What follows belongs to an exercise in optimizing a design on an open flow for small area and a short achievable clock period; a production flow would make more cautious choices. In this exercise RTL edits were held to simulation tests only and were not proved equivalent to the original. The flow treats the clock pin as an ideal source, which a real chip does not have.

## flow/design.v (module list and top-level ports; edited modules follow where they fit)
// module alu_top: 18 lines
// module fa: 6 lines
// module benc_mf: 9 lines
// module benc_m: 9 lines
// module brow: 6 lines
// module fadd: 797 lines
// module omux: 7 lines
// module fa1: 6 lines
// module ALU: 730 lines
module alu_top(clk, A, B, opcode, OUT);
  // ...
==> flow/flow/run.sh <==
#!/bin/bash
# Own flow: the standard layout (standard.sh, unchanged synthesis), with
# repair_timing kept to a setup margin so it shortens the critical path, and
# plain buf_1 port buffers instead of the delay-cell buffers buffer_ports picks.
# The SDC is not changed.
set -euo pipefail
bash standard.sh SETUP_SLACK_MARGIN=19.5 "BUFFER_PORTS_ARGS=-buffer_cell sky130_fd_sc_hd__buf_1" finish > flow_standard.log 2>&1
==> flow/standard.sh <==
#!/bin/bash
# synth_recipe.tcl (not shown) runs the flow's synth.tcl, then flattens the netlist and writes it again
# the make line also repeats each setting of config.mk as NAME=value (left out here)
make -C /OpenROAD-flow-scripts/flow DESIGN_CONFIG=/design/flow/config.mk WORK_HOME=/design/flow/orfs CLKGATE_MAP_FILE= SYNTH_SCRIPT=/design/flow/synth_recipe.tcl "${@:-finish}"
==> flow/config.mk <==
export PLATFORM = sky130hd
export DESIGN_NAME = alu_top
export DESIGN_NICKNAME = alu_top
export VERILOG_FILES = /design/flow/design.v
export SDC_FILE = /design/flow/constraint.sdc
export NUM_CORES = 4
export LEC_CHECK = 0
export CAP_MARGIN = 20
export CORE_MARGIN = 2
export CORE_UTILIZATION = 70
export PLACE_DENSITY = 0.8
export SLEW_MARGIN = 20
export SYNTH_HIERARCHICAL = 1
export SYNTH_MINIMUM_KEEP_SIZE = 0
==> flow/constraint.sdc <==
create_clock -name core_clock -period 28.0 [get_ports {clk}]
set_input_delay 5.6000 -clock core_clock [delete_from_list [all_inputs] [get_ports {clk}]]
set_output_delay 5.6000 -clock core_clock [all_outputs]
set_load 0.01 [all_outputs]
==> flow_metrics.env, run 1 <==
export IMPL_outcome="finished clean"
export IMPL_post_route_min_period_ns=8.556
export IMPL_final_hold_viol_count=0
export IMPL_crit_top_cell="fa_1"
export IMPL_grt_max_degree=50
export IMPL_die_area_sq_um=51080
export IMPL_skew_ns=0.01649
export IMPL_finalSetupViolations=0
export IMPL_gr_max_usage_layer="met2"
export IMPL_buf_share=0.06360
export IMPL_yosysTopAreaCellShare=0.3162
export IMPL_worst_slack_ns=19.44
export IMPL_instances_no_fill=4150
export IMPL_max_slew_margin=0.2838
export IMPL_layout_commonest_cell="xnor2_1"
export IMPL_met1_usage=0.6421
export IMPL_antenna_found_initial=3
export IMPL_synth_compound_area_frac=0.2087
export IMPL_num_vias=33223
export IMPL_cp_buffers_inverters=3
export IMPL_wl_met2_microns=59350
export IMPL_drcViolationCount=0
export IMPL_ant_nets=0
export IMPL_rsz0062_at_grt="yes"
export IMPL_multi_input_area_sq_um=30290
export IMPL_async_reset_ff_frac=0
export IMPL_initial_core_util=0.7078
export IMPL_rr_worst_depth=25
export IMPL_portBuffers=133
export IMPL_cp_arrival_ns=8.95
export IMPL_netlist_instances=3434
export IMPL_top_register="out_r"
export IMPL_yosys_area_top_type="fa_1"
export IMPL_startpoint="b_r[7]"
export IMPL_fill_cells=3291
export IMPL_ys_types=93
export IMPL_via_per_inst=8.006
export IMPL_crit_path_start_kind="flop"
export IMPL_htree_levels=4
export IMPL_die_width_microns=226.0
export IMPL_synth_edf_count=0
==> module omux, before the edit <==
module omux(f, p47, r24, a, b, y);
input f, p47, r24;
input [7:0] a, b;
output [7:0] y;
wire s = f ? p47 : r24;
assign y = s ? a : b;
endmodule
==> inputs of run 2 (changes only) <==
--- a/flow/design.v
+++ b/flow/design.v
@@ -839,22 +839,27 @@
 assign s1[17] = fp[17] ^ (pg1457 | pp1458);
 assign s1[18] = fp[18] ^ (pg1363 | pp1364);
 assign s1[19] = fp[19] ^ (pg1459 | pp1460);
 assign s1[20] = fp[20] ^ (pg1365 | pp1366);
 assign s1[21] = fp[21] ^ (pg1461 | pp1462);
 assign s1[22] = fp[22] ^ (pg1367 | pp1368);
 assign s1[23] = fp[23] ^ (pg1463 | pp1464);
 endmodule
-module omux(f, p47, r24, a, b, y);
+module omux(f, p47, r24, a, b, c, y);
 input f, p47, r24;
-input [7:0] a, b;
+input [7:0] a, b, c;
 output [7:0] y;
 wire s = f ? p47 : r24;
-assign y = s ? a : b;
+assign y = ~(s ? a : b) | c;
+endmodule
+module ao3n(a1, b1, a2, b2, a3, b3, y);
+input a1, b1, a2, b2, a3, b3;
+output y;
+assign y = ~((a1 & b1) | (a2 & b2) | (a3 & b3));
 endmodule
 module fa1(b, c, s, co);
 input b, c;
 output s, co;
 assign s = ~(b ^ c);
 assign co = b | c;
 endmodule
 module ALU(A, B, opcode, OUT);
@@ -1552,29 +1557,31 @@
 fadd uadd(.a({fc1118, fc1116, fc1114, fc1112, fc1110, fc1108, fc1106, fc1104, fc1102, fc1100, fc1098, fc1096, fc1094, fc1092, fc1090, fc1088, fc1086, fc1084, fc1082, fc1080, fc1078, fc1076, fc1074, fc1072, fc1070, fc1068, fc1066, fc1064, fc1062, fc1060, fc1058, fc1056, fc1054, fc1052, fc1050, fc1048, fc1046, fc1044, fc1042, fc1040, fc1038, fc1036, fc1034, fc1032, fc1030, fc1028, fc1026, fc1024, fc1022, fc1020, fc1018, fc1016, fc1014, fc1012, fc1010, fc1008, fc1006, fc1004, fc1002, fc1000, fc998, fc996, hc994, hs993}), .b({fs1119, fs1117, fs1115, fs1113, fs1111, fs1109, fs1107, fs1105, fs1103, fs1101, fs1099, fs1097, fs1095, fs1093, fs1091, fs1089, fs1087, fs1085, fs1083, fs1081, fs1079, fs1077, fs1075, fs1073, fs1071, fs1069, fs1067, fs1065, fs1063, fs1061, fs1059, fs1057, fs1055, fs1053, fs1051, fs1049, fs1047, fs1045, fs1043, fs1041, fs1039, fs1037, fs1035, fs1033, fs1031, fs1029, fs1027, fs1025, fs1023, fs1021, fs1019, fs1017, fs1015, fs1013, fs1011, fs1009, fs1007, fs1005, fs1003, fs1001, fs999, fs997, fs995, hs869}), .s(prod), .s1(prod1));
 wire r24 = prod[24];
 wire p47 = prod[47];
 wire s_m = sa ^ sb;
 wire c_add = is_fas & ~eff_sub;
 wire c_sub = is_fas & eff_sub;
 wire s_lo = (eff_sub & ~is_fps) ? sb : sa;
 wire [31:0] pl = (prod[31:0] & {32{sel_p}}) | lg | {31'b0, is_neg & (A == 32'b0)};
-wire [31:0] hi, lo;
-assign hi[22:0] = pl[22:0] | (prod[23:1] & {23{c_add}}) | (prod1[23:1] & {23{c_sub}}) |
-                  (prod[46:24] & {23{is_fpm}});
-assign lo[22:0] = pl[22:0] | (prod[22:0] & {23{c_add}}) | (~prod[23:1] & {23{c_sub}}) |
-                  ({prod[45:24], 1'b0} & {23{is_fpm}});
-assign hi[30:23] = pl[30:23] | (ec1 & {8{is_fas}}) | (em1 & {8{is_fpm}});
-assign lo[30:23] = pl[30:23] | ((eff_sub ? ec1 : ec) & {8{is_fas}}) | (em & {8{is_fpm}});
-assign hi[31] = pl[31] | (is_fas & sa) | (is_fpm & s_m);
-assign lo[31] = pl[31] | (is_fas & s_lo) | (is_fpm & s_m);
-omux uo0(.f(is_fpm), .p47(p47), .r24(r24), .a(hi[7:0]), .b(lo[7:0]), .y(OUT[7:0]));
-omux uo1(.f(is_fpm), .p47(p47), .r24(r24), .a(hi[15:8]), .b(lo[15:8]), .y(OUT[15:8]));
-omux uo2(.f(is_fpm), .p47(p47), .r24(r24), .a(hi[23:16]), .b(lo[23:16]), .y(OUT[23:16]));
-omux uo3(.f(is_fpm), .p47(p47), .r24(r24), .a(hi[31:24]), .b(lo[31:24]), .y(OUT[31:24]));
+wire [31:0] hn, ln;    
+wire [23:1] nprod = ~prod[23:1];
+genvar m;
+generate for (m = 0; m < 23; m = m + 1) begin : fsig
+  ao3n uh(.a1(prod[m+1]), .b1(c_add), .a2(prod1[m+1]), .b2(c_sub), .a3(prod[m+24]), .b3(is_fpm), .y(hn[m]));
+  ao3n ul(.a1(prod[m]), .b1(c_add), .a2(nprod[m+1]), .b2(c_sub), .a3(m == 0 ? 1'b0 : prod[m+23]), .b3(is_fpm), .y(ln[m]));
+end endgenerate
+assign hn[30:23] = ~((ec1 & {8{is_fas}}) | (em1 & {8{is_fpm}}));
+assign ln[30:23] = ~(((eff_sub ? ec1 : ec) & {8{is_fas}}) | (em & {8{is_fpm}}));
+assign hn[31] = ~((is_fas & sa) | (is_fpm & s_m));
+assign ln[31] = ~((is_fas & s_lo) | (is_fpm & s_m));
+omux uo0(.f(is_fpm), .p47(p47), .r24(r24), .a(hn[7:0]), .b(ln[7:0]), .c(pl[7:0]), .y(OUT[7:0]));
+omux uo1(.f(is_fpm), .p47(p47), .r24(r24), .a(hn[15:8]), .b(ln[15:8]), .c(pl[15:8]), .y(OUT[15:8]));
+omux uo2(.f(is_fpm), .p47(p47), .r24(r24), .a(hn[23:16]), .b(ln[23:16]), .c(pl[23:16]), .y(OUT[23:16]));
+omux uo3(.f(is_fpm), .p47(p47), .r24(r24), .a(hn[31:24]), .b(ln[31:24]), .c(pl[31:24]), .y(OUT[31:24]));
 reg [3:0] tt;
 always @(*) begin
   case (opcode)
     5'd8:  tt = 4'b1000;
     5'd9:  tt = 4'b1110;
     5'd10: tt = 4'b0110;
     5'd11: tt = 4'b0111;
     5'd12: tt = 4'b0001;
==> run 2 against run 1 <==
Hold slack gained 0.047 ns. Synthesized cell count grew 1.7%. Register-to-register slack gained 0.09 ns. Utilization shrank 0.90 points. Critical path depth shrank 1. Global-route usage shrank 0.92 points. Sequential share of layout area grew 0.10 points. Highest routed layer unchanged. Die area shrank 0.31%. Setup slack gained 0.085 ns. Fmax grew 1.0%. Critical path type unchanged.
==> flow_metrics.env, run 2 <==
export IMPL_io_pins=134
export IMPL_worst_slack_ns=19.53
export IMPL_grt_max_degree=77
export IMPL_async_reset_ff_frac=0
export IMPL_synth_common_cells="xnor2_1, fa_1, a22oi_1"
export IMPL_fp_row_count=81
export IMPL_synth_seq_cells=133
export IMPL_finalSetupViolations=0
export IMPL_drv_cap=0
export IMPL_yosys_area_top_type="fa_1"
export IMPL_met1_usage=0.6346
export IMPL_instances_no_fill=4218
export IMPL_numPlacedInstances=4141
export IMPL_fin_util=0.7526
export IMPL_drt_pass1_iterations=13
export IMPL_gp_congestion=1.102
export IMPL_drv_slew=0
export IMPL_max_freq_ghz=0.1181
export IMPL_portBuffers=133
export IMPL_drt_initial_drc_count=6196
export IMPL_synth_top_family_by_area="adder cells"
export IMPL_dpl_worst_slack_ns=18.04
export IMPL_min_period_over_period=0.3025
export IMPL_ys_types=81
export IMPL_synthXorXnorAreaFrac=0.1711
export IMPL_gr_max_usage_layer="met2"
export IMPL_outcome="finished clean"
export IMPL_synth_area_top_cells="fa_1, xnor2_1, a22oi_1"
export IMPL_layout_common_cells="xnor2_1, fa_1, a22oi_1, nand2_1, ha_1"
export IMPL_htree_levels=4
export IMPL_gr_total_overflow=0
export IMPL_cts_clk_slew_worst_paths_ns=0.07
export IMPL_final_hold_viol_count=0
export IMPL_synth_compound_area_frac=0.2062
export IMPL_layout_commonest_cell="xnor2_1"
export IMPL_via_per_inst=7.885
export IMPL_cts_made_buffers=17
export IMPL_postRouteWirelength_microns=141000
export IMPL_grt_pass1_wl_microns=203000
export IMPL_track_usage=0.5427
export IMPL_die_width_microns=225.7
export IMPL_worstPathRequired_ns=28.39
export IMPL_cts_tree="yes"
export IMPL_max_slew_margin=0.3071
export IMPL_wire_per_inst_microns=33.42
export IMPL_tightest_slew_ns=1.039
export IMPL_synth_warnings=8
export IMPL_initial_core_util=0.7055
export IMPL_clkLatencyLatePin_ns=0.46
export IMPL_netlist_instances=3493
export IMPL_clkSinkCount=133
export IMPL_top_regs="out_r: 64 flops, a_r: 32 flops, b_r: 32 flops"
export IMPL_post_route_min_period_ns=8.471
export IMPL_hpwl_microns=88350
export IMPL_cp_arrival_ns=8.86
export IMPL_clockBufferDepth=2
export IMPL_ys_seq_area_frac=0.07742
export IMPL_die_h_microns=225.7
export IMPL_crit_top_cell="fa_1"
export IMPL_synthesis_area_sq_um=34390
export IMPL_grt_met2_usage=0.7761
export IMPL_critPathCaptureType="flop"
export IMPL_synthAdderAreaFrac=0.3707
export IMPL_synth_ff_type="dfxtp_1"
export IMPL_hp_class="reg2reg"
export IMPL_final_nets=4298
export IMPL_area_growth_pct=6.668
export IMPL_synth_simple_area_share=0.09073
export IMPL_crit_chain="buf_12, or3b_1, a211oi_4, buf_4, a22oi_1, xnor2_1, fa_1, fa_1, fa_1, fa_1, fa_1, fa_1, ha_2, a21o_1, a21oi_1, o211ai_1, a211oi_2, a21o_1, o21ai_0, fa_1, xor2_1, a222oi_1, nor2b_1, mux2i_1"
export IMPL_yosysTopAreaCellShare=0.3172
export IMPL_largest_reg_flops=64
export IMPL_syn_avg_cell_area_sq_um=9.846
export IMPL_top_register="out_r"
export IMPL_num_vias=33261
export IMPL_drcViolationCount=0
export IMPL_design_core_area_sq_um=48750
export IMPL_worstPathMaxFanout=47
export IMPL_grt_pass1_vias=33387
export IMPL_rsz0062_at_grt="no"
export IMPL_met3_usage=0.2404
export IMPL_antenna_found_initial=6
export IMPL_die_area_sq_um=50920
export IMPL_max_stage_delay_ns=0.74
export IMPL_drive_gt1_frac=0.09073
export IMPL_setup_tns_ns=0
export IMPL_ant_nets=0
export IMPL_worstSetupPathType="reg2reg"
export IMPL_skew_ns=0.01382
export IMPL_synth_edf_count=0
export IMPL_crit_slowest_cell="fa_1"
export IMPL_synthMuxAreaShare=0.01892
export IMPL_synth_most_common_cell="xnor2_1"
export IMPL_cts_root_buffer="clkbuf_16"
export IMPL_crit_path_start_kind="flop"
==> run 2: final timing paths <==
| check | start | end | slack, ns | cells past startpoint |
|---|---|---|---|---|
| setup / recovery | b_r[7] | out_r[19] | 19.53 | 24 |
| hold / removal | op_r[4] | out_r[43] | 0.94 | 2 |
| setup reg to reg | b_r[7] | out_r[19] | 19.53 | 24 |
| hold reg to reg | op_r[4] | out_r[43] | 0.94 | 2 |
==> run 2: metal layers <==
| metal | part of all wire | wire (microns) | vias to the layer above |
|---|---|---|---|
| met3 | 0.17 | 23840 | 1252 |
| met5 | 0.00079 | 111 | - |
| li1 | - | - | 12450 |
| met2 | 0.41 | 57780 | 3637 |
| met4 | 0.11 | 14840 | 8 |
| met1 | 0.31 | 44390 | 15914 |
==> run 2: modules after synthesis (local to each module, per instance) <==
module | cells inside | flops+latches | cell area [sq um] | times used
ALU | 941 | 0 | 5962 | 1
fadd | 404 | 0 | 3333 | 1
alu_top | 133 | 133 | 2663 | 1
brow | 77 | 0 | 614.3 | 16
omux | 25 | 0 | 202.7 | 4
benc_m | 7 | 0 | 68.82 | 3
benc_mf | 8 | 0 | 67.56 | 13
fa | 1 | 0 | 20.02 | 512
ao3n | 1 | 0 | 10.01 | 46
==> run 2: cell families (layout without fill, tap and decap cells) <==
group,after synthesis,count (layout)
multiplexers,60,60
AO/OA/AOI/OAI,969,969
flip-flops,133,133
AND/OR/NAND/NOR,593,594
buffers and inverters,372,414
adder cells (fa/ha/maj),692,692
other,2,20
XOR/XNOR,672,672
==> run 2: area by class of cell <==
cell class,count,area (sq um)
fill,3470,12060
antenna,5,12.51
clock inverter,15,191.4
multi-input combinational,3002,30160
inverter,105,400.4
timing repair buffer,276,1939
timing repair inverter,1,5.005
tap,664,830.8
clock buffer,17,425.4
sequential,133,2723
==> run 2: repair_timing <==
action,4_1_cts,5_1_grt
endpoints found under the setup margin,64,52
pin swaps,3,31
resized for setup,43,99
hold buffers,0,0
cloned,1,6
setup buffers,14,18
==> run 2: critical path: cells and delay by family (launching register included) <==
kind / cells / cell delay, ns
flops: 1 / 0.33
compound gates: 9 / 1.85
mux: 1 / 0.12
fa+ha+maj: 8 / 3.77
buf+inv: 2 / 0.64
xor+xnor: 2 / 0.88
simple gates: 2 / 0.67
==> run 2: stage by stage <==
| stage | hold WS, ns | area, sq um |
|---|---|---|
| 2_1_floorplan | 0.7452 | 34480 |
| 3_3_place_gp | 0.8973 | 35050 |
| 3_5_place_dp | 0.9345 | 35050 |
| 4_1_cts | 0.9396 | 36020 |
| 5_1_grt | 0.9674 | 36670 |
| 6_report | 0.9409 | 36690 |
==> inputs of run 3 (changes only) <==
==> flow/flow/run.sh (replaced) <==
#!/bin/bash
# Own flow: the standard layout (standard.sh, unchanged synthesis) with
#  - repair_timing kept to a setup margin so it shortens the critical path,
#  - plain buf_1 port buffers instead of the delay-cell buffers buffer_ports picks,
#  - after CTS, one clock delay stage in front of the result registers (out_r),
#    so the register-to-register paths through the ALU get more of the cycle
#    (the output paths lose the same amount; input paths are unchanged).
# The SDC is not changed. Each step's output goes to its own log here.
set -euo pipefail
KNOBS=(SETUP_SLACK_MARGIN=20.2 "BUFFER_PORTS_ARGS=-buffer_cell sky130_fd_sc_hd__buf_1")
bash standard.sh "${KNOBS[@]}" cts > flow_standard_cts.log 2>&1
R=orfs/results/sky130hd/alu_top/base
cp $R/4_cts.odb $R/4_cts_noskew.odb
SKEW_IN=$R/4_cts_noskew.odb SKEW_OUT=$R/4_cts.odb SKEW_NDLY=1 \
  PLATFORM_DIR=$FLOW_HOME/platforms/sky130hd \
  LIB=$FLOW_HOME/platforms/sky130hd/lib/sky130_fd_sc_hd__tt_025C_1v80.lib \
  SDC=$R/4_cts.sdc openroad -no_init -exit flow/skew.tcl > flow_skew.log 2>&1
bash standard.sh "${KNOBS[@]}" finish > flow_standard_finish.log 2>&1
==> flow/flow/skew.tcl (new file) <==
# Delay the clock of the result registers (out_r*) so the register-to-register
# paths through the ALU get more of the cycle. Input and output paths lose
# slack by this, they never gain. Usage: env SKEW_IN SKEW_OUT SKEW_NDLY PLATFORM_DIR LIB SDC
read_db $::env(SKEW_IN)
read_liberty $::env(LIB)
read_sdc $::env(SDC)
source $::env(PLATFORM_DIR)/setRC.tcl
set_propagated_clock [all_clocks]
estimate_parasitics -placement
puts "SKEW before: ws [worst_slack -max] hold [worst_slack -min]"
set block [ord::get_db_block]
set db [ord::get_db]
set dlym [$db findMaster sky130_fd_sc_hd__clkdlybuf4s50_1]
set bufm [$db findMaster sky130_fd_sc_hd__clkbuf_4]
# group out_r flops by their clock net
array set groups {}
foreach inst [$block getInsts] {
  if {![string match {out_r*} [$inst getName]]} { continue }
  set it [$inst findITerm CLK]
  set n [$it getNet]
  lappend groups([$n getName]) $it
}
set k 0
foreach nname [array names groups] {
  set net [$block findNet $nname]
  set its $groups($nname)
  # centroid of the group
  set sx 0; set sy 0
  foreach it $its { set b [[$it getInst] getBBox]; set sx [expr {$sx + [$b xMin]}]; set sy [expr {$sy + [$b yMin]}] }
  set cx [expr {$sx / [llength $its]}]; set cy [expr {$sy / [llength $its]}]
  set prev $net
  for {set d 0} {$d < $::env(SKEW_NDLY)} {incr d} {
    set inst [odb::dbInst_create $block $dlym "skew_dly_${k}_$d"]
    set nn [odb::dbNet_create $block "skew_net_${k}_$d"]
    $nn setSigType CLOCK
    [$inst findITerm A] connect $prev
    [$inst findITerm X] connect $nn
    $inst setLocation $cx $cy
    $inst setPlacementStatus PLACED
    set prev $nn
  }
  set inst [odb::dbInst_create $block $bufm "skew_buf_$k"]
  set nn [odb::dbNet_create $block "skew_clk_$k"]
  $nn setSigType CLOCK
  [$inst findITerm A] connect $prev
  [$inst findITerm X] connect $nn
  $inst setLocation $cx $cy
  $inst setPlacementStatus PLACED
  foreach it $its { $it disconnect; $it connect $nn }
  incr k
}
puts "SKEW groups: $k"
detailed_placement
estimate_parasitics -placement
puts "SKEW after: ws [worst_slack -max] hold [worst_slack -min]"
report_checks -path_delay max -group_path_count 1 -format end
report_checks -path_delay max -to [all_outputs] -format end
detailed_placement
estimate_parasitics -placement
puts "SKEW final: ws [worst_slack -max] hold [worst_slack -min]"
check_placement
write_db $::env(SKEW_OUT)
==> run 3 against run 2 <==
Still clean on timing, DRC and antenna. Clock-buffer cell count did not move. Hold slack worse by 0.66 ns. Cell count increased by 1.4%. Sequential share of layout area down 0.17 points. Critical path depth increased by 1. Die area did not move. First-iteration DRC count increased by 7.5%. Setup slack improved by 0.71 ns. Utilization up 2.0 points. Routed wire length rose by 5.3%.
==> flow_metrics.env, run 3 <==
export IMPL_layout_commonest_cell="xnor2_1"
export IMPL_postRouteWirelength_microns=148500
export IMPL_min_period_over_period=0.2772
export IMPL_drv_slew=0
export IMPL_synth_ff_type="dfxtp_1"
export IMPL_cts_tree="yes"
export IMPL_rsz0062_at_grt="no"
export IMPL_fp_row_count=81
export IMPL_max_slew_margin=0.2528
export IMPL_cp_arrival_ns=8.79
export IMPL_synthesis_area_sq_um=34390
export IMPL_ant_nets=0
export IMPL_max_freq_ghz=0.1288
export IMPL_synth_top_family_by_area="adder cells"
export IMPL_cts_root_buffer="clkbuf_16"
export IMPL_gp_congestion=1.081
export IMPL_drt_initial_drc_count=6659
export IMPL_post_route_min_period_ns=7.761
export IMPL_grt_pass1_wl_microns=216400
export IMPL_wire_per_inst_microns=34.71
export IMPL_drv_cap=0
export IMPL_tightest_slew_ns=1.121
export IMPL_drcViolationCount=0
export IMPL_initial_core_util=0.7055
export IMPL_synthMuxAreaShare=0.01892
export IMPL_clockBufferDepth=2
export IMPL_ys_seq_area_frac=0.07742
export IMPL_hp_class="reg2reg"
export IMPL_yosysTopAreaCellShare=0.3172
export IMPL_synth_simple_area_share=0.09073
export IMPL_synth_edf_count=0
export IMPL_synth_area_top_cells="fa_1, xnor2_1, a22oi_1"
export IMPL_final_hold_viol_count=0
export IMPL_setup_tns_ns=0
export IMPL_die_h_microns=225.7
export IMPL_crit_top_cell="fa_1"
export IMPL_crit_path_start_kind="flop"
export IMPL_track_usage=0.5823
export IMPL_synth_most_common_cell="xnor2_1"
export IMPL_via_per_inst=8.071
export IMPL_io_pins=134
export IMPL_clkLatencyLatePin_ns=1.13
export IMPL_worstSetupPathType="reg2reg"
export IMPL_worstPathMaxFanout=47
export IMPL_grt_max_degree=55
export IMPL_drive_gt1_frac=0.1065
export IMPL_fin_util=0.7725
export IMPL_top_regs="out_r: 64 flops, a_r: 32 flops, b_r: 32 flops"
export IMPL_clkSinkCount=133
export IMPL_critPathCaptureType="flop"
export IMPL_finalSetupViolations=0
export IMPL_portBuffers=133
export IMPL_netlist_instances=3493
export IMPL_cts_made_buffers=17
export IMPL_top_register="out_r"
export IMPL_async_reset_ff_frac=0
export IMPL_grt_pass1_vias=35098
export IMPL_ys_types=81
export IMPL_synth_common_cells="xnor2_1, fa_1, a22oi_1"
export IMPL_synthXorXnorAreaFrac=0.1711
export IMPL_max_stage_delay_ns=0.77
export IMPL_yosys_area_top_type="fa_1"
export IMPL_antenna_found_initial=9
export IMPL_design_core_area_sq_um=48750
export IMPL_synth_compound_area_frac=0.2062
export IMPL_cts_clk_slew_worst_paths_ns=0.10
export IMPL_worstPathRequired_ns=29.03
export IMPL_die_area_sq_um=50920
export IMPL_die_width_microns=225.7
export IMPL_hpwl_microns=88820
export IMPL_area_growth_pct=9.495
export IMPL_crit_slowest_cell="fa_1"
export IMPL_final_nets=4355
export IMPL_gr_total_overflow=0
export IMPL_synthAdderAreaFrac=0.3707
export IMPL_synth_seq_cells=133
export IMPL_skew_ns=0.6762
export IMPL_layout_common_cells="xnor2_1, a22oi_1, fa_1, nand2_1, ha_1"
export IMPL_syn_avg_cell_area_sq_um=9.846
export IMPL_htree_levels=4
export IMPL_num_vias=34529
export IMPL_outcome="finished clean"
export IMPL_largest_reg_flops=64
export IMPL_synth_warnings=8
export IMPL_drt_pass1_iterations=12
-- run 3: cell counts after synthesis --
No cell type changed its count.
-- run 3: worst paths after layout --
kind           start        end  slack [ns]  cells after the start
min reg2reg  b_r[22]  out_r[22]        0.28                      4
max          b_r[15]  out_r[20]       20.24                     25
min          b_r[22]  out_r[22]        0.28                      4
max reg2reg  b_r[15]  out_r[20]       20.24                     25
-- run 3: worst max-delay path: cells and delay by family, from the launching register on --
family / cells / cell delay, ns
buffers and inverters: 3 / 0.89
multiplexers: 1 / 0.17
AND/OR/NAND/NOR: 2 / 0.61
AO/OA/AOI/OAI: 9 / 1.86
XOR/XNOR: 2 / 0.64
adder cells (fa/ha/maj): 8 / 3.71
flip-flops: 1 / 0.34
-- run 3: cell families after synthesis --
| group | after synthesis |
|---|---|
| buf+inv | 372 |
| mux | 60 |
| xor+xnor | 672 |
| fa+ha+maj | 692 |
| other cells | 2 |
| flops | 133 |
| simple gates | 593 |
| compound gates | 969 |
-- run 3: per-layer routing --
metal  part of all wire  global-route usage  vias up
li1                   -                   -    12578
met1               0.30              0.6611    16375
met2               0.40              0.8110     4076
met3               0.18              0.2770     1494
met4               0.12              0.5232        6
met5            0.00042            0.003910        -
-- run 3: timing repair --
item,4_1_cts,5_1_grt
setup endpoints to repair,64,19
hold buffers,0,0
gates cloned,15,0
pin swaps,58,1
gates resized for setup,187,6
buffers inserted,55,0
-- run 3: cell type report --
type                            instances  area, sq um
Buffer                                 30        262.8
Clock buffer                           17        425.4
Timing Repair Buffer                  303         2574
Multi-Input combinational cell       3002        30240
Tap cell                              664        830.8
Antenna cell                            8        20.02
Inverter                              105        409.1
Timing Repair inverter                  1        7.507
Clock inverter                         15        158.9
Fill cell                            3288        11090
Sequential cell                       133         2731
-- run 3: modules after synthesis (local to each module, per instance) --
| module | copies in the design | area (sq um) | cells inside |
|---|---|---|---|
| fa | 512 | 20.02 | 1 |
| omux | 4 | 202.7 | 25 |
| benc_m | 3 | 68.82 | 7 |
| alu_top | 1 | 2663 | 133 |
| fadd | 1 | 3333 | 404 |
| benc_mf | 13 | 67.56 | 8 |
| ALU | 1 | 5962 | 941 |
| brow | 16 | 614.3 | 77 |
| ao3n | 46 | 10.01 | 1 |
-- run 3: through the flow --
stage | cell area [sq um] | cells | setup slack [ns] | hold WS (ns)
2_1_floorplan | 34540 | 3506 | 20.21 | 0.7446
3_3_place_gp | 35080 | 4138 | 18.46 | 0.7764
3_5_place_dp | 35080 | 4138 | 18.21 | 0.8021
4_1_cts | 37350 | 4240 | 20.06 | 0.9090
5_1_grt | 37640 | 4271 | 20.20 | 0.3045
6_report | 37660 | 4278 | 20.24 | 0.2821
==> inputs of run 4 (changes only) <==
==> flow/flow/run.sh (replaced) <==
#!/bin/bash
# Own flow: the standard layout (standard.sh, unchanged synthesis) with
#  - repair_timing kept to a setup margin so it shortens the critical path
#    (a smaller margin up to CTS, the full one after the clock skew below),
#  - plain buf_1 port buffers instead of the delay-cell buffers buffer_ports picks,
#  - after CTS, one clock delay stage in front of the result registers (out_r),
#    so the register-to-register paths through the ALU get more of the cycle
#    (the output paths lose the same amount; input paths are unchanged).
# The SDC is not changed. Each step's output goes to its own log here.
set -euo pipefail
PORTS="BUFFER_PORTS_ARGS=-buffer_cell sky130_fd_sc_hd__buf_1"
bash standard.sh SETUP_SLACK_MARGIN=19 "$PORTS" cts > flow_standard_cts.log 2>&1
R=orfs/results/sky130hd/alu_top/base
cp $R/4_cts.odb $R/4_cts_noskew.odb
SKEW_IN=$R/4_cts_noskew.odb SKEW_OUT=$R/4_cts.odb SKEW_NDLY=1 \
  PLATFORM_DIR=$FLOW_HOME/platforms/sky130hd \
  LIB=$FLOW_HOME/platforms/sky130hd/lib/sky130_fd_sc_hd__tt_025C_1v80.lib \
  SDC=$R/4_cts.sdc openroad -no_init -exit flow/skew.tcl > flow_skew.log 2>&1
bash standard.sh SETUP_SLACK_MARGIN=20.2 "$PORTS" finish > flow_standard_finish.log 2>&1
==> run 4 against run 3 <==
Global-route usage fell by 2.7 points. Still clean. Synthesized cell count did not move.
==> flow_metrics.env, run 4 <==
export IMPL_outcome="finished clean"
export IMPL_synth_seq_cells=133
export IMPL_holdPathStages=4
export IMPL_postRouteWirelength_microns=144200
export IMPL_track_usage=0.5549
export IMPL_netlist_instances=3493
export IMPL_worstPathRequired_ns=28.94
export IMPL_synth_warnings=8
export IMPL_hpwl_microns=88540
export IMPL_hold_buffers=0
export IMPL_die_width_microns=225.7
export IMPL_layout_common_cells="xnor2_1, fa_1, a22oi_1, nand2_1, ha_1"
export IMPL_ant_nets=0
export IMPL_drcViolationCount=0
export IMPL_yosys_area_top_type="fa_1"
export IMPL_worstSetupPathType="reg2reg"
export IMPL_max_slew_margin=0.1767
export IMPL_num_vias=33834
export IMPL_crit_path_start_kind="flop"
export IMPL_synth_area_top_cells="fa_1, xnor2_1, a22oi_1"
export IMPL_drt_pass1_iterations=22
export IMPL_ys_types=81
export IMPL_grt_max_degree=77
export IMPL_final_nets=4328
export IMPL_io_pins=134
export IMPL_die_area_sq_um=50920
export IMPL_rsz0062_at_grt="yes"
export IMPL_setup_tns_ns=0
export IMPL_portBuffers=133
export IMPL_grt_pass1_wl_microns=207700
export IMPL_layout_commonest_cell="xnor2_1"
export IMPL_met1_usage=0.6439
export IMPL_wire_per_inst_microns=33.96
export IMPL_synthesis_area_sq_um=34390
export IMPL_gr_total_overflow=0
export IMPL_synth_most_common_cell="xnor2_1"
export IMPL_drv_slew=0
export IMPL_cts_tree="yes"
export IMPL_cts_made_buffers=17
export IMPL_numPlacedInstances=4140
export IMPL_area_growth_pct=7.083
export IMPL_antenna_found_initial=3
export IMPL_grt_pass1_vias=34360
export IMPL_min_period_over_period=0.2786
export IMPL_die_h_microns=225.7
export IMPL_rr_worst_depth=25
export IMPL_design_core_area_sq_um=48750
export IMPL_post_dp_cell_area_sq_um=35030
export IMPL_fin_util=0.7555
export IMPL_skew_ns=0.6845
export IMPL_clockBufferDepth=2
export IMPL_instances_no_fill=4247
export IMPL_largest_reg_flops=64
export IMPL_cts_clk_slew_worst_paths_ns=0.08
export IMPL_worstPathMaxFanout=32
export IMPL_via_per_inst=7.967
export IMPL_met3_usage=0.2429
export IMPL_top_regs="out_r: 64 flops, a_r: 32 flops, b_r: 32 flops"
export IMPL_drive_gt1_frac=0.08941
export IMPL_ys_seq_area_frac=0.07742
export IMPL_tightest_slew_ns=1.235
export IMPL_cp_arrival_ns=8.74
export IMPL_cts_root_buffer="clkbuf_16"
export IMPL_clkSinkCount=133
export IMPL_yosysTopAreaCellShare=0.3172
export IMPL_hp_class="reg2reg"
export IMPL_gp_congestion=1.061
export IMPL_drt_initial_drc_count=6470
export IMPL_htree_levels=4
export IMPL_grt_met2_usage=0.7927
export IMPL_clkLatencyLatePin_ns=1.13
export IMPL_post_route_min_period_ns=7.800
export IMPL_final_hold_viol_count=0
export IMPL_syn_avg_cell_area_sq_um=9.846
export IMPL_initial_core_util=0.7055
export IMPL_synth_common_cells="xnor2_1, fa_1, a22oi_1"
export IMPL_synth_edf_count=0
export IMPL_top_register="out_r"
export IMPL_critPathCaptureType="flop"
export IMPL_finalInstanceArea_sq_um=36830
export IMPL_drv_cap=0
export IMPL_async_reset_ff_frac=0
export IMPL_gr_max_usage_layer="met2"
export IMPL_finalSetupViolations=0
export IMPL_fp_row_count=81
export IMPL_max_freq_ghz=0.1282
export IMPL_synth_ff_type="dfxtp_1"
## run 4: critical path, cell delays in order, from the launching register on
cell	delay (ns)
dfxtp_4	0.70
or3b_1	0.46
a211oi_4	0.24
buf_4	0.53
a22oi_1	0.20
xnor2_1	0.27
fa_1	0.49
fa_1	0.53
fa_1	0.48
fa_1	0.55
fa_1	0.44
fa_1	0.51
ha_2	0.31
a21oi_2	0.18
o21ai_0	0.11
a211o_1	0.35
o211ai_1	0.23
a21o_1	0.14
o31a_1	0.16
inv_1	0.06
fa_1	0.37
xor2_1	0.21
buf_6	0.23
mux2i_4	0.10
buf_12	0.20
mux2i_2	0.15
## run 4: per-module statistics from Yosys (local to each module, per instance)
module | times used | area [sq um] | flip-flops and latches | cells
ao3n | 46 | 10.01 | 0 | 1
benc_mf | 13 | 67.56 | 0 | 8
fadd | 1 | 3333 | 0 | 404
ALU | 1 | 5962 | 0 | 941
benc_m | 3 | 68.82 | 0 | 7
brow | 16 | 614.3 | 0 | 77
fa | 512 | 20.02 | 0 | 1
alu_top | 1 | 2663 | 133 | 133
omux | 4 | 202.7 | 0 | 25
## run 4: kinds of logic (layout without fill, tap and decap cells)
group,Yosys count,count (layout),share of synthesized area
AOI/OAI and AO/OA,969,970,0.2062
adders and majority gates,692,692,0.3707
xor gates and xnor gates,672,672,0.1711
and+or+nand+nor,593,594,0.09073
buffers and inverters,372,443,0.06465
DFF,133,133,0.07742
muxes,60,60,0.01892
other,2,19,0.0002184
## run 4: what timing repair did
item / in CTS / in global routing
endpoints found under the setup margin: 60 / 64
gates cloned: 1 / 9
hold endpoints to repair: 0 / 0
setup buffers: 8 / 22
pin swaps: 0 / 21
gates resized for setup: 14 / 101
## run 4: final cells by class
type | count | area (sq um)
Buffer | 30 | 262.8
Clock inverter | 15 | 166.4
Timing Repair inverter | 1 | 5.005
Antenna cell | 4 | 10.01
Fill cell | 3413 | 11920
Timing Repair Buffer | 275 | 1923
Clock buffer | 17 | 425.4
Tap cell | 664 | 830.8
Multi-Input combinational cell | 3003 | 30090
Sequential cell | 133 | 2710
Inverter | 105 | 405.4
## run 4: through the flow
step / hold WS, ns / setup slack, ns
6_report: 0.2903 / 20.20
4_1_cts: 0.9547 / 19.00
3_3_place_gp: 0.9069 / 18.40
2_1_floorplan: 0.7452 / 19.00
5_1_grt: 0.3299 / 20.12
3_5_place_dp: 0.9372 / 18.17
## run 4: path summary, 6_finish.rpt
check | start | endpoint | slack (ns)
max | b_r[13] | out_r[3] | 20.20
min | b_r[0] | out_r[0] | 0.29
max reg2reg | b_r[13] | out_r[3] | 20.20
min reg2reg | b_r[0] | out_r[0] | 0.29
## run 4: layer usage
layer  vias to the layer above  wire length [microns]
met1                     16022                  45250
li1                      12526                      -
met2                      3920                  59050
met4                        10                  15640
met3                      1356                  24030
met5                         -                    265
==> inputs of run 5 (changes only) <==
--- a/flow/flow/run.sh
+++ b/flow/flow/run.sh
@@ -16,4 +16,4 @@
   PLATFORM_DIR=$FLOW_HOME/platforms/sky130hd \
   LIB=$FLOW_HOME/platforms/sky130hd/lib/sky130_fd_sc_hd__tt_025C_1v80.lib \
   SDC=$R/4_cts.sdc openroad -no_init -exit flow/skew.tcl > flow_skew.log 2>&1
-bash standard.sh SETUP_SLACK_MARGIN=20.2 "$PORTS" finish > flow_standard_finish.log 2>&1
+bash standard.sh SETUP_SLACK_MARGIN=20.6 "$PORTS" finish > flow_standard_finish.log 2>&1
==> run 5 against run 4 <==
Still clean. Sequential share of layout area is 0.11 points lower. Die area unchanged. Critical path type unchanged. Highest routed layer unchanged. Utilization is 1.7 points higher. Hold slack worse by 0.0018 ns. Synthesized cell count unchanged. Design area rose by 2.2%. Fmax is 1.9% higher. Largest cell class unchanged.
==> flow_metrics.env, run 5 <==
export IMPL_design_core_area_sq_um=48750
export IMPL_yosysTopAreaCellShare=0.3172
export IMPL_cts_tree="yes"
export IMPL_synth_area_top_cells="fa_1, xnor2_1, a22oi_1"
export IMPL_crit_slowest_cell="or4_1"
export IMPL_clockBufferDepth=2
export IMPL_drt_pass1_iterations=22
export IMPL_area_growth_pct=9.492
export IMPL_ys_types=81
export IMPL_syn_avg_cell_area_sq_um=9.846
export IMPL_num_vias=34219
export IMPL_rr_worst_depth=26
export IMPL_cp_arrival_ns=8.65
export IMPL_cts_clk_slew_worst_paths_ns=0.08
export IMPL_min_period_over_period=0.2734
export IMPL_drt_initial_drc_count=6678
export IMPL_drcViolationCount=0
export IMPL_max_slew_margin=0.2367
export IMPL_synth_most_common_cell="xnor2_1"
export IMPL_tightest_slew_ns=1.145
export IMPL_post_route_min_period_ns=7.656
export IMPL_final_hold_viol_count=0
export IMPL_rsz0062_at_grt="yes"
export IMPL_synth_edf_count=0
export IMPL_yosys_area_top_type="fa_1"
export IMPL_layout_commonest_cell="xnor2_1"
export IMPL_critPathCaptureType="flop"
export IMPL_crit_top_cell="fa_1"
export IMPL_grt_pass1_wl_microns=207700
export IMPL_hp_class="reg2reg"
export IMPL_final_nets=4360
export IMPL_grt_max_degree=77
export IMPL_ant_nets=0
export IMPL_htree_levels=4
export IMPL_min_from="a_r[23]"
export IMPL_setup_tns_ns=0
export IMPL_synth_seq_cells=133
export IMPL_io_pins=134
export IMPL_hpwl_microns=88540
export IMPL_fp_row_count=81
export IMPL_max_freq_ghz=0.1306
export IMPL_r2r_end="out_r[20]"
export IMPL_synth_warnings=8
export IMPL_layout_common_cells="xnor2_1, a22oi_1, fa_1, nand2_1, ha_1"
export IMPL_via_per_inst=7.997
export IMPL_worstPathMaxFanout=12
export IMPL_wire_per_inst_microns=34.19
export IMPL_outcome="finished clean"
export IMPL_die_width_microns=225.7
export IMPL_hold_buffers=0
export IMPL_top_register="out_r"
export IMPL_gr_total_overflow=0
export IMPL_hold_path_end="out_r[23]"
export IMPL_drv_cap=0
export IMPL_crit_path_start_kind="flop"
export IMPL_cts_root_buffer="clkbuf_16"
export IMPL_holdPathStages=4
export IMPL_synth_ff_type="dfxtp_1"
export IMPL_grt_pass1_vias=34360
export IMPL_die_h_microns=225.7
export IMPL_worstPathRequired_ns=29.00
export IMPL_synth_common_cells="xnor2_1, fa_1, a22oi_1"
export IMPL_initial_core_util=0.7055
export IMPL_synthesis_area_sq_um=34390
export IMPL_portBuffers=133
export IMPL_track_usage=0.5549
export IMPL_postRouteWirelength_microns=146300
export IMPL_drive_gt1_frac=0.1124
export IMPL_reg2reg_from="op_r[3]"
export IMPL_antenna_found_initial=6
export IMPL_cts_made_buffers=17
export IMPL_async_reset_ff_frac=0
export IMPL_rrSetupSlack_ns=20.34
export IMPL_largest_reg_flops=64
export IMPL_die_area_sq_um=50920
export IMPL_finalSetupViolations=0
export IMPL_clkLatencyLatePin_ns=1.15
export IMPL_worstSetupPathType="reg2reg"
export IMPL_fill_cells=3264
export IMPL_gp_congestion=1.061
export IMPL_skew_ns=0.6916
export IMPL_top_regs="out_r: 64 flops, a_r: 32 flops, b_r: 32 flops"
export IMPL_drv_slew=0
export IMPL_max_stage_delay_ns=0.66
export IMPL_ys_seq_area_frac=0.07742
export IMPL_netlist_instances=3493
export IMPL_clkSinkCount=133
[run 5: cell counts after synthesis]
Identical to the previous run, type by type.
[run 5: cell families (layout without fill, tap and decap cells)]
group                      after synthesis  in the layout  synth area share
adders and majority gates              692            692            0.3707
and+or+nand+nor                        593            594           0.09073
xor gates and xnor gates               672            672            0.1711
DFF                                    133            133           0.07742
AOI/OAI and AO/OA                      969            970            0.2062
other                                    2             19         0.0002184
muxes                                   60             60           0.01892
buffers and inverters                  372            475           0.06465
[run 5: worst max-delay path by stage]
stage	startpoint	endpoint	slack (ns)
final	op_r[3]	out_r[20]	20.34
after global placement	op_r[1]	out_r[3]	18.40
after global routing	op_r[3]	out_r[20]	20.27
after floorplan	op_r[3]	out_r[0]	19.00
after detailed placement	op_r[1]	out_r[1]	18.17
after CTS	op_r[3]	out_r[1]	19.00
[run 5: per-layer routing]
metal | track usage | routed length [microns] | share of wire
met3 | 0.2429 | 24320 | 0.17
met5 | 0.002933 | 42 | 0.00029
met2 | 0.7927 | 59880 | 0.41
met1 | 0.6439 | 45740 | 0.31
met4 | 0.4565 | 16330 | 0.11
[run 5: final cells by class]
class | count | area (sq um) | area share
timing repair buffer | 307 | 2444 | 0.06489
buffer | 30 | 262.8 | 0.006977
timing repair inverter | 1 | 5.005 | 0.0001329
antenna | 4 | 10.01 | 0.0002658
sequential | 133 | 2731 | 0.07253
tap | 664 | 830.8 | 0.02206
clock inverter | 15 | 166.4 | 0.004419
inverter | 105 | 409.1 | 0.01086
multi-input combinational | 3003 | 30370 | 0.8066
clock buffer | 17 | 425.4 | 0.01130
[run 5: through the flow]
stage	utilization	worst slack, ns	area [sq um]	instances	hold WS [ns]
floorplan	-	19.00	34470	3506	0.7452
global placement	0.7185	18.40	35020	4140	0.9069
detailed placement	0.7186	18.17	35030	4140	0.9372
CTS	0.7338	19.00	35770	4181	0.9547
global route	0.7723	20.27	37650	4275	0.3046
finish	0.7725	20.34	37660	4279	0.2885
[run 5: critical path, delay by kind of cell, from the launching register on]
family                     cells  cell delay (ns)
adders and majority gates      8             3.86
and+or+nand+nor                7             2.03
AOI/OAI and AO/OA              4             0.96
buffers and inverters          5             0.68
DFF                            1             0.36
xor gates and xnor gates       1             0.20
muxes                          1             0.09
[run 5: timing repair]
| action | 4_1_cts | 5_1_grt |
|---|---|---|
| gates cloned | 1 | 12 |
| endpoints found under the setup margin | 60 | 64 |
| pin swaps | 0 | 47 |
| resized for setup | 14 | 223 |
| setup buffers | 8 | 51 |
[run 5: per-module statistics from Yosys, one instance, submodules excluded]
module	area (sq um)	copies in the design	flip-flops and latches	cells
fa	20.02	512	0	1
benc_mf	67.56	13	0	8
omux	202.7	4	0	25
brow	614.3	16	0	77
fadd	3333	1	0	404
alu_top	2663	1	133	133
ALU	5962	1	0	941
benc_m	68.82	3	0	7
ao3n	10.01	46	0	1
==> inputs of run 6 (changes only) <==
--- a/flow/flow/run.sh
+++ b/flow/flow/run.sh
@@ -16,4 +16,4 @@
   PLATFORM_DIR=$FLOW_HOME/platforms/sky130hd \
   LIB=$FLOW_HOME/platforms/sky130hd/lib/sky130_fd_sc_hd__tt_025C_1v80.lib \
   SDC=$R/4_cts.sdc openroad -no_init -exit flow/skew.tcl > flow_skew.log 2>&1
-bash standard.sh SETUP_SLACK_MARGIN=20.6 "$PORTS" finish > flow_standard_finish.log 2>&1
+bash standard.sh SETUP_SLACK_MARGIN=21 "$PORTS" finish > flow_standard_finish.log 2>&1
==> run 6 against run 5 <==
Still clean. Routed wire length is 5.1% higher. Critical path depth is 5 lower. Via count is 2.0% higher. Clock skew is 0.0069 ns lower. Register-to-register slack worse by 0.10 ns. Non-clock buffer count is 33 higher. Clock-buffer cell count stayed put. Sequential share of layout area hardly changed.
==> flow_metrics.env, run 6 <==
export IMPL_cts_made_buffers=17
export IMPL_hpwl_microns=88540
export IMPL_drt_pass1_iterations=22
export IMPL_drt_initial_drc_count=7188
export IMPL_htree_levels=4
export IMPL_ys_seq_area_frac=0.07742
export IMPL_postRouteWirelength_microns=153800
export IMPL_antenna_found_initial=9
export IMPL_gp_congestion=1.061
export IMPL_grt_pass1_wl_microns=207700
export IMPL_drive_gt1_frac=0.1597
export IMPL_grt_max_degree=77
export IMPL_finalSetupViolations=0
export IMPL_wire_per_inst_microns=35.67
export IMPL_hold_buffers=0
export IMPL_layout_commonest_cell="xnor2_1"
export IMPL_synth_warnings=8
export IMPL_clkLatencyLatePin_ns=1.13
export IMPL_synthesis_area_sq_um=34390
export IMPL_io_pins=134
export IMPL_synth_seq_cells=133
export IMPL_cp_arrival_ns=8.74
export IMPL_synth_common_cells="xnor2_1, fa_1, a22oi_1"
export IMPL_outcome="finished clean"
export IMPL_die_h_microns=225.7
export IMPL_track_usage=0.5549
export IMPL_critPathCaptureType="flop"
export IMPL_rsz0062_at_grt="yes"
export IMPL_max_slew_margin=0.2986
export IMPL_fp_row_count=81
export IMPL_synth_ff_type="dfxtp_1"
export IMPL_portBuffers=133
export IMPL_worstPathMaxFanout=32
export IMPL_hp_class="reg2reg"
export IMPL_top_register="out_r"
export IMPL_drv_cap=0
export IMPL_synth_area_top_cells="fa_1, xnor2_1, a22oi_1"
export IMPL_die_width_microns=225.7
export IMPL_cts_root_buffer="clkbuf_16"
export IMPL_worstSetupPathType="reg2reg"
export IMPL_drv_slew=0
export IMPL_whs_ns=0.2706
export IMPL_min_period_over_period=0.2771
export IMPL_area_growth_pct=12.96
export IMPL_cts_tree="yes"
export IMPL_cts_clk_slew_worst_paths_ns=0.09
export IMPL_worstPathRequired_ns=28.98
export IMPL_design_core_area_sq_um=48750
export IMPL_crit_slowest_cell="fa_1"
export IMPL_top_regs="out_r: 64 flops, a_r: 32 flops, b_r: 32 flops"
export IMPL_tightest_slew_ns=1.052
export IMPL_drcViolationCount=0
export IMPL_crit_path_start_kind="flop"
export IMPL_gr_total_overflow=0
export IMPL_fill_cells=3045
export IMPL_ys_types=81
export IMPL_yosysTopAreaCellShare=0.3172
export IMPL_clockBufferDepth=2
export IMPL_max_freq_ghz=0.1289
export IMPL_initial_core_util=0.7055
export IMPL_fin_util=0.7970
export IMPL_synth_most_common_cell="xnor2_1"
export IMPL_crit_top_cell="fa_1"
export IMPL_num_vias=34909
export IMPL_yosys_area_top_type="fa_1"
export IMPL_crit_chain="buf_12, buf_4, or3b_1, nor3_2, buf_4, a22oi_1, xnor2_1, fa_1, fa_1, fa_1, fa_1, fa_1, fa_1, ha_4, nand4_1, or4_1, o21ai_4, fa_2, a222oi_1, nor2b_1, mux2i_1"
export IMPL_clkSinkCount=133
export IMPL_synth_edf_count=0
export IMPL_layout_common_cells="xnor2_1, a22oi_1, fa_1, nand2_1, buf_4"
export IMPL_syn_avg_cell_area_sq_um=9.846
export IMPL_cp_top_family="adder cells"
export IMPL_via_per_inst=8.096
export IMPL_async_reset_ff_frac=0
export IMPL_netlist_instances=3493
export IMPL_die_area_sq_um=50920
export IMPL_grt_pass1_vias=34360
export IMPL_max_stage_delay_ns=0.85
export IMPL_final_nets=4393
export IMPL_post_route_min_period_ns=7.758
export IMPL_skew_ns=0.6846
export IMPL_cp_buffers_inverters=3
export IMPL_final_hold_viol_count=0
export IMPL_largest_reg_flops=64
export IMPL_ant_nets=0
export IMPL_setup_tns_ns=0
run 6: cell counts after synthesis:
No cell type changed its count.
run 6: kinds of logic after synthesis:
kind of cell,Yosys count,synth area share
AOI/OAI and AO/OA,969,0.2062
xor gates and xnor gates,672,0.1711
DFF,133,0.07742
other,2,0.0002184
muxes,60,0.01892
and+or+nand+nor,593,0.09073
adders and majority gates,692,0.3707
buffers and inverters,372,0.06465
run 6: layout make-up:
cell class | count | area, sq um | area share
clock buffers | 17 | 425.4 | 0.01095
plain buffers | 30 | 262.8 | 0.006763
repair buffers | 340 | 3282 | 0.08448
multi-input cells | 3003 | 30640 | 0.7888
diodes | 4 | 10.01 | 0.0002576
clock inverters | 15 | 166.4 | 0.004283
repair inverters | 1 | 5.005 | 0.0001288
flip-flops and latches | 133 | 2811 | 0.07237
inverters | 105 | 412.9 | 0.01063
well taps | 664 | 830.8 | 0.02138
run 6: stage by stage:
stage / instances / setup WS, ns / cell area, sq um
2_1_floorplan: 3506 / 19.00 / 34470
5_1_grt: 4308 / 20.28 / 38840
3_5_place_dp: 4140 / 18.17 / 35030
3_3_place_gp: 4140 / 18.40 / 35020
6_report: 4312 / 20.24 / 38850
4_1_cts: 4181 / 19.00 / 35770
run 6: worst paths after layout:
path,depth (start not counted),startpoint,end,slack (ns)
worst max-delay path,21,op_r[3],out_r[20],20.24
worst min-delay path,4,b_r[0],out_r[0],0.27
worst max register to register,21,op_r[3],out_r[20],20.24
worst min register to register,4,b_r[0],out_r[0],0.27
run 6: what timing repair did:
action | in CTS | in global routing
cloned | 1 | 19
resized for setup | 14 | 525
endpoints found under the hold margin | 0 | 0
buffers inserted | 8 | 77
pin swaps | 0 | 60
setup endpoints to repair | 60 | 128
run 6: metal layers:
layer / share of wire / routed length, microns / vias up / GRT usage
li1: - / - / 12661 / -
met1: 0.30 / 46440 / 16510 / 0.6439
met2: 0.40 / 61330 / 4107 / 0.7927
met3: 0.18 / 27570 / 1617 / 0.2429
met4: 0.12 / 18250 / 14 / 0.4565
met5: 0.0012 / 190 / - / 0.002933
run 6: worst reg2reg max path: stages, from the launching register on:
cell	delay, ns
dfxtp_4	0.37
buf_12	0.15
buf_4	0.14
or3b_1	0.41
nor3_2	0.20
buf_4	0.55
a22oi_1	0.28
xnor2_1	0.19
fa_1	0.47
fa_1	0.85
fa_1	0.54
fa_1	0.45
fa_1	0.53
fa_1	0.46
ha_4	0.37
nand4_1	0.25
or4_1	0.62
o21ai_4	0.21
fa_2	0.55
a222oi_1	0.38
nor2b_1	0.22
mux2i_1	0.09
run 6: Yosys stat by module, one instance, submodules excluded, a selection:
module   copies in the design  cells  area, sq um  flip-flops and latches
alu_top                     1    133         2663                     133
benc_m                      3      7        68.82                       0
benc_mf                    13      8        67.56                       0
ao3n                       46      1        10.01                       0
omux                        4     25        202.7                       0
fa                        512      1        20.02                       0
brow                       16     77        614.3                       0

re-timing with driven ports:
The flow's constraints put no driver on any port. The routed layouts listed below were extracted and timed again, unchanged, in two steps. Step 1 sets driving cells, clkbuf_16 on the clock port and buf_2 on the other inputs (assumed; they add their load-dependent delay and slew). Step 2, shift: input delay + t, output delay - t, t = (earliest + latest rising clock arrival at the registers) / 2. This alone moves slack from input paths to output paths. a / b / c = ideal / step 1 / step 2; a / b = the first two.
| run | t, ns | slack for setup (ns) | hold slack, ns | clock arrival spread, ns | worst register clock-pin slew, ns |
|---|---|---|---|---|---|
| run 1 | 0.567 | 19.444 / 19.444 / 19.444 | 0.894 / 0.894 / 0.894 | 0.018 / 0.018 | 0.08 / 0.08 |
| run 2 | 0.515 | 19.529 / 19.529 / 19.529 | 0.941 / 0.941 / 0.941 | 0.014 / 0.014 | 0.07 / 0.07 |
| run 3 | 0.845 | 20.239 / 20.239 / 20.239 | 0.282 / 0.282 / 0.282 | 0.676 / 0.676 | 0.11 / 0.11 |
| run 4 | 0.841 | 20.200 / 20.200 / 20.200 | 0.290 / 0.290 / 0.290 | 0.684 / 0.685 | 0.10 / 0.10 |
| run 5 | 0.857 | 20.344 / 20.344 / 20.344 | 0.289 / 0.289 / 0.289 | 0.692 / 0.691 | 0.10 / 0.10 |
| run 6 | 0.843 | 20.242 / 20.242 / 20.242 | 0.271 / 0.271 / 0.271 | 0.685 / 0.685 | 0.10 / 0.10 |
Clock arrivals are far apart in run 3, run 4, run 5 and run 6, so t is only a midpoint there and step 2 fits no single register.
